This is an optimization exercise on Yosys and OpenROAD, whose aim is small area, not a production implementation. Only simulation tests tie the RTL to the original design; equivalence was not proved. The clock port is modelled as an ideal driver, which makes a skipped or thinned clock tree look cheaper than it is; a real chip needs a root buffer or a tree. No activity file was given, so power comes from the tool's default toggle rates.

==> inputs of tundra <==
==> flow/design.v <==
module mfe_lcd1602_controller(
    input          clk,
    input          rst,
    input          start,      
    input          nb_load,    
    input  [5 : 0] nbv,
    output         ready,      
    output         done,       
    output         first,      
    output [5 : 0] kv,         
    output         lcd_en
);
localparam [17 : 0] KMASK = 18'h2aaaa;
localparam [1 : 0]  C_IDLE = 2'd0;
localparam [1 : 0]  C_SET  = 2'd1;
localparam [1 : 0]  C_ENB  = 2'd3;
localparam [1 : 0]  C_WAIT = 2'd2;
reg  [1 : 0]  cs;
reg  [17 : 0] kq;
wire [17 : 0] k = kq ^ KMASK;
wire idle = cs == C_IDLE;
wire tc_a = k[6];
wire tc_e = k[5] & k[17];
wire tc_w = k[0] & k[1] & ~k[2] & ~k[3] & ~k[4] & k[5] & k[6] & k[7] & ~k[8] & ~k[9] & ~k[10] & k[11] & ~k[12] & ~k[13] & ~k[14] & k[15] & ~k[16] & k[17];
wire clr  = rst | idle | (cs == C_SET & tc_a) | (cs == C_ENB & tc_e);
wire keep = ~rst & idle & nb_load;
wire [17 : 0] kn = clr ? 18'd0 : {k[16:0], ~(k[17] ^ k[10])};
wire [17 : 0] kk = (nbv[5] ? 18'h20000 : 18'h0) | (nbv[4] ? 18'h10000 : 18'h0) | (nbv[3] ? 18'h08000 : 18'h0) | (nbv[2] ? 18'h04000 : 18'h0) | (nbv[1] ? 18'h02000 : 18'h0) | (nbv[0] ? 18'h01000 : 18'h0);
always @(posedge clk) begin
    kq <= (kn | ({18{keep}} & kk)) ^ KMASK;
end
always @(posedge clk) begin
    if (rst) begin
        cs <= C_IDLE;
    end
    else begin
        case (cs)
            C_IDLE:  cs <= start ? C_SET  : C_IDLE;
            C_SET:   cs <= tc_a  ? C_ENB  : C_SET;
            C_ENB:   cs <= tc_e  ? C_WAIT : C_ENB;
            default: cs <= tc_w  ? C_IDLE : C_WAIT;
        endcase
    end
end
assign ready  = idle;
assign done   = idle & k[1];
assign first  = cs == C_SET & ~k[0];
assign kv     = {k[17], k[16], k[15], k[14], k[13], k[12]};
assign lcd_en = cs == C_ENB;
endmodule
module mfe_lcd1602_controller_wrapper(
    clk,
    rst,
    clear,
    home,
    cenb,
    disp,
    dat,
    cmd,
    vld,
    shift,
    ready,
    lcd_rs,
    lcd_rw,
    lcd_en,
    lcd_data
    );
input           clk;
input           rst;
input           clear;
input           home;
input           cenb;
input           disp;
input  [7 : 0]  dat;
input           cmd;
input           vld;
input  [1 : 0]  shift;
output          ready;
output          lcd_rs;
output          lcd_rw;
output          lcd_en;
output [7 : 0]  lcd_data;
localparam [2 : 0] S_IDLE = 3'd0;
localparam [2 : 0] S_LCMD = 3'd7;
localparam [2 : 0] S_SCMD = 3'd3;
localparam [2 : 0] S_DATA = 3'd1;
localparam [2 : 0] S_SHIF = 3'd4;
localparam [2 : 0] S_INA  = 3'd6;
localparam [2 : 0] S_INB  = 3'd5;
reg [2 : 0]  ws;
reg          disp_q;
reg [1 : 0]  nb;         
reg [24 : 0] s;
reg [7 : 0]  dat_reg;
reg          rs_reg;
wire         c_ready, c_done, c_first;
wire [5 : 0] c_kv;
wire [7 : 0] q = dat_reg;
wire in_idle = ws == S_IDLE;
wire in_lcmd = ws == S_LCMD;
wire in_scmd = ws == S_SCMD;
wire in_data = ws == S_DATA;
wire in_shif = ws == S_SHIF;
wire in_ina  = ws == S_INA;
wire in_inb  = ws == S_INB;
wire disp_vld = disp ^ disp_q;
wire z        = ~s[0] & s[1] & ~s[2] & s[3] & ~s[4] & s[5] & s[6] & ~s[7] & ~s[8] & ~s[9] & ~s[10] & ~s[11] & ~s[12] & s[13] & ~s[14] & s[15] & s[16] & ~s[17] & s[18] & ~s[19] & ~s[20] & s[21] & ~s[22] & s[23] & ~s[24];
wire n0 = c_ready & ~c_done;    
wire [7 : 0] succ = {q[7] | q[1], 1'b0, n0, n0, q[5] | n0, q[5] | q[0], q[0], q[3] & q[2]};
wire       nb_dc = ~cmd & (disp_vld | cenb);
wire [7:0] nbyte = {cmd | ~nb_dc & dat[7], {3{~nb_dc}} & dat[6:4], dat[3] | nb_dc,
                    nb_dc ? disp : dat[2], nb_dc ? cenb : dat[1], ~nb_dc & dat[0]};
wire       nb_z  = ~in_idle | clear | home;
always @(posedge clk) begin
    disp_q <= disp;
    nb     <= nb_z ? {home, clear} : nbyte[1:0];
end
wire c_start = in_ina | in_lcmd | ((in_scmd | in_data) & ~c_done) | (in_shif & z);
wire ld_a    = ~rst & in_ina & (c_first | n0);
wire ld_l    = ~rst & in_lcmd;
wire ld_r    = ~rst & (in_scmd | in_data) & c_ready & ~c_done;
wire ld_s    = ~rst & in_shif & z;
wire hold    = ~rst & ~(ld_a | ld_l | ld_r | ld_s);
always @(posedge clk) begin
    dat_reg <= ({8{ld_a}} & succ) | ({8{ld_r}} & {c_kv, nb}) | ({8{ld_l}} & {6'b0, nb}) |
               ({8{ld_s}} & {4'b0001, shift, 2'b00}) | ({8{hold}} & dat_reg);
    rs_reg  <= (ld_r & in_data) | (hold & rs_reg);
end
always @(posedge clk) begin
    if (rst) begin
        ws <= S_INA;
    end
    else begin
        case (ws)
            S_IDLE: ws <= (clear | home)           ? S_LCMD :
                          (disp_vld | cenb | cmd)  ? S_SCMD :
                          (|shift)                 ? S_SHIF :
                          vld                      ? S_DATA : S_IDLE;
            S_INA:  ws <= (c_ready & q[7]) ? S_INB : S_INA;
            S_SHIF: ws <= (~|shift & c_done) ? S_IDLE : S_SHIF;
            S_LCMD, S_SCMD, S_DATA, S_INB:
                    ws <= c_done ? S_IDLE : ws;
            default: ws <= S_IDLE;
        endcase
    end
end
wire s_en1 = ~rst & in_shif;
wire s_en0 = ~rst & ~in_shif;
always @(posedge clk) begin
    s <= ({25{s_en1}} & {s[23], s[22], s[21], s[20], s[19], s[18], s[17], s[16], s[15], s[14], s[13], s[12], s[11], s[10], s[9], s[8], s[7], s[6], s[5], s[4], s[3], s[2], s[1], s[0], ~(s[24] ^ s[21]) ^ z}) | ({25{s_en0}} & s) | ({25{rst}} & 25'd10854506);
end
assign ready    = in_idle;
assign lcd_rs   = rs_reg;
assign lcd_rw   = 1'b0;
assign lcd_data = dat_reg;
mfe_lcd1602_controller lcd_ctrl_i (
    .clk      (clk),
    .rst      (rst),
    .start    (c_start),
    .nb_load  (in_idle),
    .nbv      (nbyte[7:2]),
    .ready    (c_ready),
    .done     (c_done),
    .first    (c_first),
    .kv       (c_kv),
    .lcd_en   (lcd_en)
);
endmodule
==> flow/flow/run.sh <==
#!/bin/bash
# Own layout flow: the standard layout (standard.sh) with three changes that
# only make the layout smaller:
#  - synthesis is the standard flow's own script (synth_recipe.tcl), except that ABC maps the
#    logic for area (flow/abc_area.script) instead of for speed; the registers,
#    their names and cell types are the standard synthesis's;
#  - the port buffers are sky130_fd_sc_hd__buf_1 (every input and output port
#    still gets its own buffer);
#  - the clock tree is one level of four clkbuf_8 (flow/manual_cts.tcl)
#    instead of TritonCTS's tree of nine buffers.
# Each tool's output goes to a log file in the work folder (and ORFS's own logs
# stay under orfs/logs/).
set -euo pipefail
W=$(pwd)
F=$W/flow

# synthesis script: synth_recipe.tcl with an abc that uses the area script
{
  head -n 1 "$W/synth_recipe.tcl"
  cat <<EOT
proc abc {args} {
  puts "abc: mapping with $F/abc_area.script"
  set out {}
  set skip 0
  foreach a \$args {
    if {\$skip} { lappend out {$F/abc_area.script}; set skip 0; continue }
    if {\$a eq "-script"} { set skip 1 }
    lappend out \$a
  }
  yosys abc {*}\$out
}
EOT
  tail -n +2 "$W/synth_recipe.tcl"
} > "$W/own_synth.tcl"

bash "$W/standard.sh" \
  SYNTH_SCRIPT="$W/own_synth.tcl" \
  "BUFFER_PORTS_ARGS=-buffer_cell sky130_fd_sc_hd__buf_1" \
  PRE_CTS_TCL="$F/manual_cts.tcl" \
  finish > "$W/orfs_make.log" 2>&1

test -s "$W/out/final.def"
==> flow/flow/abc_area.script <==
strash
dch -f
map -a
&get -n
&st
&dch -f
&nf -a -p -R 1000
&put
==> flow/flow/manual_cts.tcl <==
# Sourced before ORFS's clock tree step (PRE_CTS_TCL). The clock has few sinks,
# so instead of TritonCTS's tree this builds a one-level tree: the sinks are
# split into 4 groups by position (left/right, then bottom/top) and each group
# gets one clkbuf_8 at its centre, driven from the clock port. The rest of the
# step (legalisation, timing repair) runs as usual.
proc clock_tree_synthesis {args} {
  set bufname sky130_fd_sc_hd__clkbuf_8
  set nx 2
  set ny 2
  set block [ord::get_db_block]
  set db [ord::get_db]
  set clk [$block findNet clk]
  set sinks {}
  foreach it [$clk getITerms] {
    set bb [[$it getInst] getBBox]
    lappend sinks [list [expr {([$bb xMin] + [$bb xMax]) / 2}] [expr {([$bb yMin] + [$bb yMax]) / 2}] $it]
  }
  set sinks [lsort -integer -index 0 $sinks]
  set n [llength $sinks]
  set groups {}
  for {set i 0} {$i < $nx} {incr i} {
    set strip [lsort -integer -index 1 [lrange $sinks [expr {$i * $n / $nx}] [expr {($i + 1) * $n / $nx - 1}]]]
    set m [llength $strip]
    for {set j 0} {$j < $ny} {incr j} {
      lappend groups [lrange $strip [expr {$j * $m / $ny}] [expr {($j + 1) * $m / $ny - 1}]]
    }
  }
  set master [$db findMaster $bufname]
  set g 0
  foreach grp $groups {
    set inst [odb::dbInst_create $block $master "clkbuf_leaf_$g"]
    set net [odb::dbNet_create $block "clknet_leaf_$g"]
    $net setSigType CLOCK
    set sx 0
    set sy 0
    foreach s $grp {
      set it [lindex $s 2]
      $it disconnect
      $it connect $net
      incr sx [lindex $s 0]
      incr sy [lindex $s 1]
    }
    set k [llength $grp]
    [$inst findITerm A] connect $clk
    [$inst findITerm X] connect $net
    $inst setLocation [expr {$sx / $k}] [expr {$sy / $k}]
    $inst setPlacementStatus PLACED
    puts "manual clock tree: $bufname clkbuf_leaf_$g drives $k sinks"
    incr g
  }
}
==> flow/standard.sh <==
#!/bin/bash
# synth_recipe.tcl (not shown) runs the flow's synth.tcl, then flattens the netlist and writes it again
# the make line also repeats each setting of config.mk as NAME=value (left out here)
make -C /OpenROAD-flow-scripts/flow DESIGN_CONFIG=/design/flow/config.mk WORK_HOME=/design/flow/orfs CLKGATE_MAP_FILE= SYNTH_SCRIPT=/design/flow/synth_recipe.tcl "${@:-finish}"
==> flow/config.mk <==
export PLATFORM = sky130hd
export DESIGN_NAME = mfe_lcd1602_controller_wrapper
export DESIGN_NICKNAME = mfe_lcd1602_controller_wrapper
export VERILOG_FILES = /design/flow/design.v
export SDC_FILE = /design/flow/constraint.sdc
export NUM_CORES = 4
export LEC_CHECK = 0
export CAP_MARGIN = 20
export CORE_MARGIN = 2
export CORE_UTILIZATION = 60
export SLEW_MARGIN = 20
==> flow/constraint.sdc <==
create_clock -name core_clock -period 5.0 [get_ports {clk}]
set_input_delay 1.0000 -clock core_clock [delete_from_list [all_inputs] [get_ports {clk}]]
set_output_delay 1.0000 -clock core_clock [all_outputs]
set_load 0.01 [all_outputs]
==> inputs of onyx, as changes to tundra <==
==> flow/design.v, changed modules only <==
module mfe_lcd1602_controller(
    input  clk,
    input  rst,
    input  start,      
    output ready,      
    output done,       
    output first,      
    output lcd_en
);
localparam [17 : 0] KMASK = 18'h2aaaa;
localparam [1 : 0]  C_IDLE = 2'd0;
localparam [1 : 0]  C_SET  = 2'd1;
localparam [1 : 0]  C_ENB  = 2'd3;
localparam [1 : 0]  C_WAIT = 2'd2;
reg  [1 : 0]  cs;
reg  [17 : 0] kq;
wire [17 : 0] k = kq ^ KMASK;
wire idle = cs == C_IDLE;
wire tc_a = k[6];
wire tc_e = k[5] & k[17];
wire tc_w = k[0] & k[1] & ~k[2] & ~k[3] & ~k[4] & k[5] & k[6] & k[7] & ~k[8] & ~k[9] & ~k[10] & k[11] & ~k[12] & ~k[13] & ~k[14] & k[15] & ~k[16] & k[17];
wire clr  = rst | idle | (cs == C_SET & tc_a) | (cs == C_ENB & tc_e);
always @(posedge clk) begin
    kq <= (clr ? 18'd0 : {k[16:0], ~(k[17] ^ k[10])}) ^ KMASK;
end
always @(posedge clk) begin
    if (rst) begin
        cs <= C_IDLE;
    end
    else begin
        case (cs)
            C_IDLE:  cs <= start ? C_SET  : C_IDLE;
            C_SET:   cs <= tc_a  ? C_ENB  : C_SET;
            C_ENB:   cs <= tc_e  ? C_WAIT : C_ENB;
            default: cs <= tc_w  ? C_IDLE : C_WAIT;
        endcase
    end
end
assign ready  = idle;
assign done   = idle & k[1];
assign first  = cs == C_SET & ~k[0];
assign lcd_en = cs == C_ENB;
endmodule
module mfe_lcd1602_controller_wrapper(
    clk,
    rst,
    clear,
    home,
    cenb,
    disp,
    dat,
    cmd,
    vld,
    shift,
    ready,
    lcd_rs,
    lcd_rw,
    lcd_en,
    lcd_data
    );
input           clk;
input           rst;
input           clear;
input           home;
input           cenb;
input           disp;
input  [7 : 0]  dat;
input           cmd;
input           vld;
input  [1 : 0]  shift;
output          ready;
output          lcd_rs;
output          lcd_rw;
output          lcd_en;
output [7 : 0]  lcd_data;
localparam [2 : 0] S_IDLE = 3'd0;
localparam [2 : 0] S_LCMD = 3'd7;
localparam [2 : 0] S_SCMD = 3'd3;
localparam [2 : 0] S_DATA = 3'd1;
localparam [2 : 0] S_SHIF = 3'd4;
localparam [2 : 0] S_INA  = 3'd6;
localparam [2 : 0] S_INB  = 3'd5;
reg [2 : 0]  ws;
reg          disp_q;
reg [7 : 0]  nb;         
reg [24 : 0] s;
reg [7 : 0]  dat_reg;
reg          rs_reg;
wire c_ready, c_done, c_first;
wire [7 : 0] q = dat_reg;
wire in_idle = ws == S_IDLE;
wire in_lcmd = ws == S_LCMD;
wire in_scmd = ws == S_SCMD;
wire in_data = ws == S_DATA;
wire in_shif = ws == S_SHIF;
wire in_ina  = ws == S_INA;
wire in_inb  = ws == S_INB;
wire disp_vld = disp ^ disp_q;
wire z        = ~s[0] & s[1] & ~s[2] & s[3] & ~s[4] & s[5] & s[6] & ~s[7] & ~s[8] & ~s[9] & ~s[10] & ~s[11] & ~s[12] & s[13] & ~s[14] & s[15] & s[16] & ~s[17] & s[18] & ~s[19] & ~s[20] & s[21] & ~s[22] & s[23] & ~s[24];
wire n0 = c_ready & ~c_done;    
wire [7 : 0] succ = {q[7] | q[1], 1'b0, n0, n0, q[5] | n0, q[5] | q[0], q[0], q[3] & q[2]};
wire nb_z  = ~in_idle | clear | home;
wire nb_dc = ~cmd & (disp_vld | cenb);
always @(posedge clk) begin
    disp_q <= disp;
    nb[7]   <= ~nb_z & (cmd | ~nb_dc & dat[7]);
    nb[6:4] <= {3{~nb_z & ~nb_dc}} & dat[6:4];
    nb[3]   <= ~nb_z & (dat[3] | nb_dc);
    nb[2]   <= ~nb_z & (nb_dc ? disp : dat[2]);
    nb[1]   <= nb_z ? home : (nb_dc ? cenb : dat[1]);
    nb[0]   <= nb_z ? clear : ~nb_dc & dat[0];
end
wire c_start = in_ina | in_lcmd | ((in_scmd | in_data) & ~c_done) | (in_shif & z);
wire ld_a    = ~rst & in_ina & (c_first | n0);
wire ld_n    = ~rst & (in_lcmd | ((in_scmd | in_data) & c_ready & ~c_done));
wire ld_s    = ~rst & in_shif & z;
wire hold    = ~rst & ~(ld_a | ld_n | ld_s);
always @(posedge clk) begin
    dat_reg <= ({8{ld_a}} & succ) | ({8{ld_n}} & nb) |
               ({8{ld_s}} & {4'b0001, shift, 2'b00}) | ({8{hold}} & dat_reg);
    rs_reg  <= (ld_n & in_data) | (hold & rs_reg);
end
always @(posedge clk) begin
    if (rst) begin
        ws <= S_INA;
    end
    else begin
        case (ws)
            S_IDLE: ws <= (clear | home)           ? S_LCMD :
                          (disp_vld | cenb | cmd)  ? S_SCMD :
                          (|shift)                 ? S_SHIF :
                          vld                      ? S_DATA : S_IDLE;
            S_INA:  ws <= (c_ready & q[7]) ? S_INB : S_INA;
            S_SHIF: ws <= (~|shift & c_done) ? S_IDLE : S_SHIF;
            S_LCMD, S_SCMD, S_DATA, S_INB:
                    ws <= c_done ? S_IDLE : ws;
            default: ws <= S_IDLE;
        endcase
    end
end
wire s_en1 = ~rst & in_shif;
wire s_en0 = ~rst & ~in_shif;
always @(posedge clk) begin
    s <= ({25{s_en1}} & {s[23], s[22], s[21], s[20], s[19], s[18], s[17], s[16], s[15], s[14], s[13], s[12], s[11], s[10], s[9], s[8], s[7], s[6], s[5], s[4], s[3], s[2], s[1], s[0], ~(s[24] ^ s[21]) ^ z}) | ({25{s_en0}} & s) | ({25{rst}} & 25'd10854506);
end
assign ready    = in_idle;
assign lcd_rs   = rs_reg;
assign lcd_rw   = 1'b0;
assign lcd_data = dat_reg;
mfe_lcd1602_controller lcd_ctrl_i (
    .clk      (clk),
    .rst      (rst),
    .start    (c_start),
    .ready    (c_ready),
    .done     (c_done),
    .first    (c_first),
    .lcd_en   (lcd_en)
);
endmodule
--- a/flow/flow/run.sh
+++ b/flow/flow/run.sh
@@ -6,8 +6,7 @@
 #    their names and cell types are the standard synthesis's;
 #  - the port buffers are sky130_fd_sc_hd__buf_1 (every input and output port
 #    still gets its own buffer);
-#  - the clock tree is one level of four clkbuf_8 (flow/manual_cts.tcl)
-#    instead of TritonCTS's tree of nine buffers.
+#  - clock tree synthesis uses clkbuf_4 buffers and no dummy loads.
 # Each tool's output goes to a log file in the work folder (and ORFS's own logs
 # stay under orfs/logs/).
 set -euo pipefail
@@ -36,7 +35,7 @@
 bash "$W/standard.sh" \
   SYNTH_SCRIPT="$W/own_synth.tcl" \
   "BUFFER_PORTS_ARGS=-buffer_cell sky130_fd_sc_hd__buf_1" \
-  PRE_CTS_TCL="$F/manual_cts.tcl" \
+  "CTS_ARGS=-sink_clustering_enable -repair_clock_nets -buf_list sky130_fd_sc_hd__clkbuf_4 -dont_use_dummy_load" \
   finish > "$W/orfs_make.log" 2>&1
 
 test -s "$W/out/final.def"
==> flow/flow/abc_area.script (replaced) <==
strash
dch -f
map -a
topo
- CORE_UTILIZATION: 60 -> 40
removed: flow/flow/manual_cts.tcl
==> inputs of juniper, as changes to tundra <==
==> flow/design.v, changed modules only <==
module mfe_lcd1602_controller(
    input          clk,
    input          rst,
    input          start,      
    input          nb_load,    
    input  [5 : 0] nbv,
    output         ready,      
    output         done,       
    output         first,      
    output [5 : 0] kv,         
    output         lcd_en
);
localparam [17 : 0] KMASK = 18'h2aaaa;
localparam [1 : 0]  C_IDLE = 2'd0;
localparam [1 : 0]  C_SET  = 2'd1;
localparam [1 : 0]  C_ENB  = 2'd3;
localparam [1 : 0]  C_WAIT = 2'd2;
reg  [1 : 0]  cs;
reg  [17 : 0] kq;
wire [17 : 0] k = kq ^ KMASK;
wire idle = cs == C_IDLE;
wire tc_a = k[6];
wire tc_e = ~k[7] & ~k[9] & ~k[14];
wire tc_w = ~k[0] & k[1] & k[2] & k[3] & ~k[4] & k[5] & k[6] & k[7] & ~k[8] & ~k[9] & k[10] & ~k[11] & k[12] & k[13] & ~k[14] & ~k[16] & k[17];
wire clr  = rst | idle;
wire keep = ~rst & idle & nb_load;
wire [17 : 0] kn = clr ? 18'd0 : {k[16:0], ~(k[17] ^ k[10])};
wire [17 : 0] kk = (nbv[5] ? 18'h20000 : 18'h0) | (nbv[4] ? 18'h10000 : 18'h0) | (nbv[3] ? 18'h08000 : 18'h0) | (nbv[2] ? 18'h04000 : 18'h0) | (nbv[1] ? 18'h02000 : 18'h0) | (nbv[0] ? 18'h01000 : 18'h0);
always @(posedge clk) begin
    kq <= (kn | ({18{keep}} & kk)) ^ KMASK;
end
always @(posedge clk) begin
    if (rst) begin
        cs <= C_IDLE;
    end
    else begin
        case (cs)
            C_IDLE:  cs <= start ? C_SET  : C_IDLE;
            C_SET:   cs <= tc_a  ? C_ENB  : C_SET;
            C_ENB:   cs <= tc_e  ? C_WAIT : C_ENB;
            default: cs <= tc_w  ? C_IDLE : C_WAIT;
        endcase
    end
end
assign ready  = idle;
assign done   = idle & k[0];
assign first  = cs == C_SET & ~k[0];
assign kv     = {k[17], k[16], k[15], k[14], k[13], k[12]};
assign lcd_en = cs == C_ENB;
endmodule
module mfe_lcd1602_controller_wrapper(
    clk,
    rst,
    clear,
    home,
    cenb,
    disp,
    dat,
    cmd,
    vld,
    shift,
    ready,
    lcd_rs,
    lcd_rw,
    lcd_en,
    lcd_data
    );
input           clk;
input           rst;
input           clear;
input           home;
input           cenb;
input           disp;
input  [7 : 0]  dat;
input           cmd;
input           vld;
input  [1 : 0]  shift;
output          ready;
output          lcd_rs;
output          lcd_rw;
output          lcd_en;
output [7 : 0]  lcd_data;
localparam [2 : 0] S_IDLE = 3'd0;
localparam [2 : 0] S_LCMD = 3'd1;
localparam [2 : 0] S_SCMD = 3'd3;
localparam [2 : 0] S_DATA = 3'd2;
localparam [2 : 0] S_SHIF = 3'd4;
localparam [2 : 0] S_INA  = 3'd7;
localparam [2 : 0] S_INB  = 3'd5;
reg [2 : 0]  ws;
reg          disp_q;
reg [1 : 0]  nb;         
reg [24 : 0] s;
reg [7 : 0]  dat_reg;
reg          rs_reg;
wire         c_ready, c_done, c_first;
wire [5 : 0] c_kv;
wire [7 : 0] q = dat_reg;
wire in_idle = ws == S_IDLE;
wire in_lcmd = ws == S_LCMD;
wire in_scmd = ws == S_SCMD;
wire in_data = ws == S_DATA;
wire in_shif = ws == S_SHIF;
wire in_ina  = ws == S_INA;
wire in_inb  = ws == S_INB;
wire disp_vld = disp ^ disp_q;
wire z        = ~s[0] & s[1] & ~s[2] & s[3] & ~s[4] & s[5] & s[6] & ~s[7] & ~s[8] & ~s[9] & ~s[10] & ~s[12] & s[13] & ~s[14] & s[15] & s[16] & ~s[17] & s[18] & ~s[19] & ~s[20] & s[21] & ~s[22] & s[23] & ~s[24];
wire n0 = c_ready & ~c_done;    
wire [7 : 0] succ = {q[7] | q[1], 1'b0, n0, n0, q[5] | n0, q[5] | q[0], q[0], q[3] & q[2]};
wire       nb_dc = ~cmd & (disp_vld | cenb);
wire [7:0] nbyte = {cmd | ~nb_dc & dat[7], {3{~nb_dc}} & dat[6:4], dat[3] | nb_dc,
                    nb_dc ? disp : dat[2], nb_dc ? cenb : dat[1], ~nb_dc & dat[0]};
wire       nb_z  = ~in_idle | clear | home;
always @(posedge clk) begin
    disp_q <= disp;
    nb     <= nb_z ? {home, clear} : nbyte[1:0];
end
wire c_start = in_ina | in_lcmd | ((in_scmd | in_data) & ~c_done) | (in_shif & z);
wire ld_a    = ~rst & in_ina & (c_first | n0);
wire ld_l    = ~rst & in_lcmd;
wire ld_r    = ~rst & (in_scmd | in_data) & c_ready & ~c_done;
wire ld_s    = ~rst & in_shif & z;
wire hold    = ~rst & ~(ld_a | ld_l | ld_r | ld_s);
always @(posedge clk) begin
    dat_reg <= ({8{ld_a}} & succ) | ({8{ld_r}} & {c_kv, nb}) | ({8{ld_l}} & {6'b0, nb}) |
               ({8{ld_s}} & {4'b0001, shift, 2'b00}) | ({8{hold}} & dat_reg);
    rs_reg  <= (ld_r & in_data) | (hold & rs_reg);
end
always @(posedge clk) begin
    if (rst) begin
        ws <= S_INA;
    end
    else begin
        case (ws)
            S_IDLE: ws <= (clear | home)           ? S_LCMD :
                          (disp_vld | cenb | cmd)  ? S_SCMD :
                          (|shift)                 ? S_SHIF :
                          vld                      ? S_DATA : S_IDLE;
            S_INA:  ws <= (c_ready & q[7]) ? S_INB : S_INA;
            S_SHIF: ws <= (~|shift & c_done) ? S_IDLE : S_SHIF;
            S_LCMD, S_SCMD, S_DATA, S_INB:
                    ws <= c_done ? S_IDLE : ws;
            default: ws <= S_IDLE;
        endcase
    end
end
wire s_en1 = ~rst & in_shif;
wire s_en0 = ~rst & ~in_shif;
always @(posedge clk) begin
    s <= ({25{s_en1}} & {s[23], s[22], s[21], s[20], s[19], s[18], s[17], s[16], s[15], s[14], s[13], s[12], s[11], s[10], s[9], s[8], s[7], s[6], s[5], s[4], s[3], s[2], s[1], s[0], ~(s[24] ^ s[21]) ^ z}) | ({25{s_en0}} & s) | ({25{rst}} & 25'd10854506);
end
assign ready    = in_idle;
assign lcd_rs   = rs_reg;
assign lcd_rw   = 1'b0;
assign lcd_data = dat_reg;
mfe_lcd1602_controller lcd_ctrl_i (
    .clk      (clk),
    .rst      (rst),
    .start    (c_start),
    .nb_load  (in_idle),
    .nbv      (nbyte[7:2]),
    .ready    (c_ready),
    .done     (c_done),
    .first    (c_first),
    .kv       (c_kv),
    .lcd_en   (lcd_en)
);
endmodule
--- a/flow/flow/run.sh
+++ b/flow/flow/run.sh
@@ -6,7 +6,7 @@
 #    their names and cell types are the standard synthesis's;
 #  - the port buffers are sky130_fd_sc_hd__buf_1 (every input and output port
 #    still gets its own buffer);
-#  - the clock tree is one level of four clkbuf_8 (flow/manual_cts.tcl)
+#  - the clock tree is one level of four buf_6 (flow/manual_cts.tcl)
 #    instead of TritonCTS's tree of nine buffers.
 # Each tool's output goes to a log file in the work folder (and ORFS's own logs
 # stay under orfs/logs/).
--- a/flow/flow/manual_cts.tcl
+++ b/flow/flow/manual_cts.tcl
@@ -1,10 +1,10 @@
 # Sourced before ORFS's clock tree step (PRE_CTS_TCL). The clock has few sinks,
 # so instead of TritonCTS's tree this builds a one-level tree: the sinks are
 # split into 4 groups by position (left/right, then bottom/top) and each group
-# gets one clkbuf_8 at its centre, driven from the clock port. The rest of the
+# gets one buf_6 at its centre, driven from the clock port. The rest of the
 # step (legalisation, timing repair) runs as usual.
 proc clock_tree_synthesis {args} {
-  set bufname sky130_fd_sc_hd__clkbuf_8
+  set bufname sky130_fd_sc_hd__buf_6
   set nx 2
   set ny 2
   set block [ord::get_db_block]
==> qor summary <==
| metric | juniper | onyx | tundra |
|---|---|---|---|
| Total number of cells along the worst setup path | 7 | 8 | 6 |
| Worst hold margin | 0.4121 ns | 0.3866 ns | 0.4030 ns |
| Wire length per cell after detailed routing | 15.14 um | 12.60 um | 14.24 um |
| Number of distinct library cells after synthesis | 38 | 26 | 39 |
| Number of instances in the synthesized netlist | 218 | 281 | 227 |
| DP HPWL | 3338 um | 3656 um | 3170 um |
| Critical Path Start Type | primary input | register | primary input |
| Internal reg-to-reg setup slack | 2.74 ns | 2.47 ns | 2.66 ns |
| Leakage | 0.8623 nW | 0.9166 nW | 0.8726 nW |
| Simple-gate portion of the synthesized area | 18.25% | 18.18% | 20.81% |
| Flip-flop and latch share of the layout cell area | 51.81% | 50.65% | 50.61% |
| Total power per unit cell area | 373.8 nW/um2 | 511.7 nW/um2 | 511.3 nW/um2 |
| Startpoint of the most critical hold path | lcd_ctrl_i.kq[8] | lcd_ctrl_i.kq[16] | lcd_ctrl_i.kq[2] |
| Outcome | finished clean | finished clean | finished clean |
| Global-route wire length before repair | 7527 um | 8280 um | 7314 um |
| Critical Path End | dat_reg[7] | dat_reg[1] | dat_reg[3] |
| WL met1 | 1911 um | 2452 um | 2198 um |
| Register area share after synthesis | 56.70% | 56.14% | 55.81% |
| GRT busiest layer | met2 | met1 | met1 |
| Final cycle utilization of the critical path | 61.22% | 50.64% | 56.98% |
In tundra and juniper the design's own scripts or RTL, not TritonCTS, make the clock network.

[port drivers added, routing unchanged]
The results above use ideal ports. As a check the final layouts listed here were re-extracted and re-timed, cells and wires unchanged. Step 1 sets driving cells, clkbuf_16 on the clock port and buf_2 on the other inputs (assumed; they add their load-dependent delay and slew). Step 2 also shifts input and output timing later by t, the mid clock arrival at the registers, as if the neighbouring blocks saw the same clock. a / b / c = no drivers / after step 1 / after step 2; a / b = the first two.
| run | shift t [ns] | setup WS [ns] | worst data-port slew with drivers (ns) |
|---|---|---|---|
| tundra | 0.202 | 2.151 / 2.175 / 1.973 | 0.03 |
| onyx | 0.418 | 2.468 / 2.468 / 2.078 | 0.03 |
| juniper | 0.180 | 1.939 / 1.970 / 1.790 | 0.03 |
After both steps setup and hold are still met in every run listed. The setup slack of onyx, which loses most, moves by 0.000 ns with the drivers and by -0.390 ns with both steps.
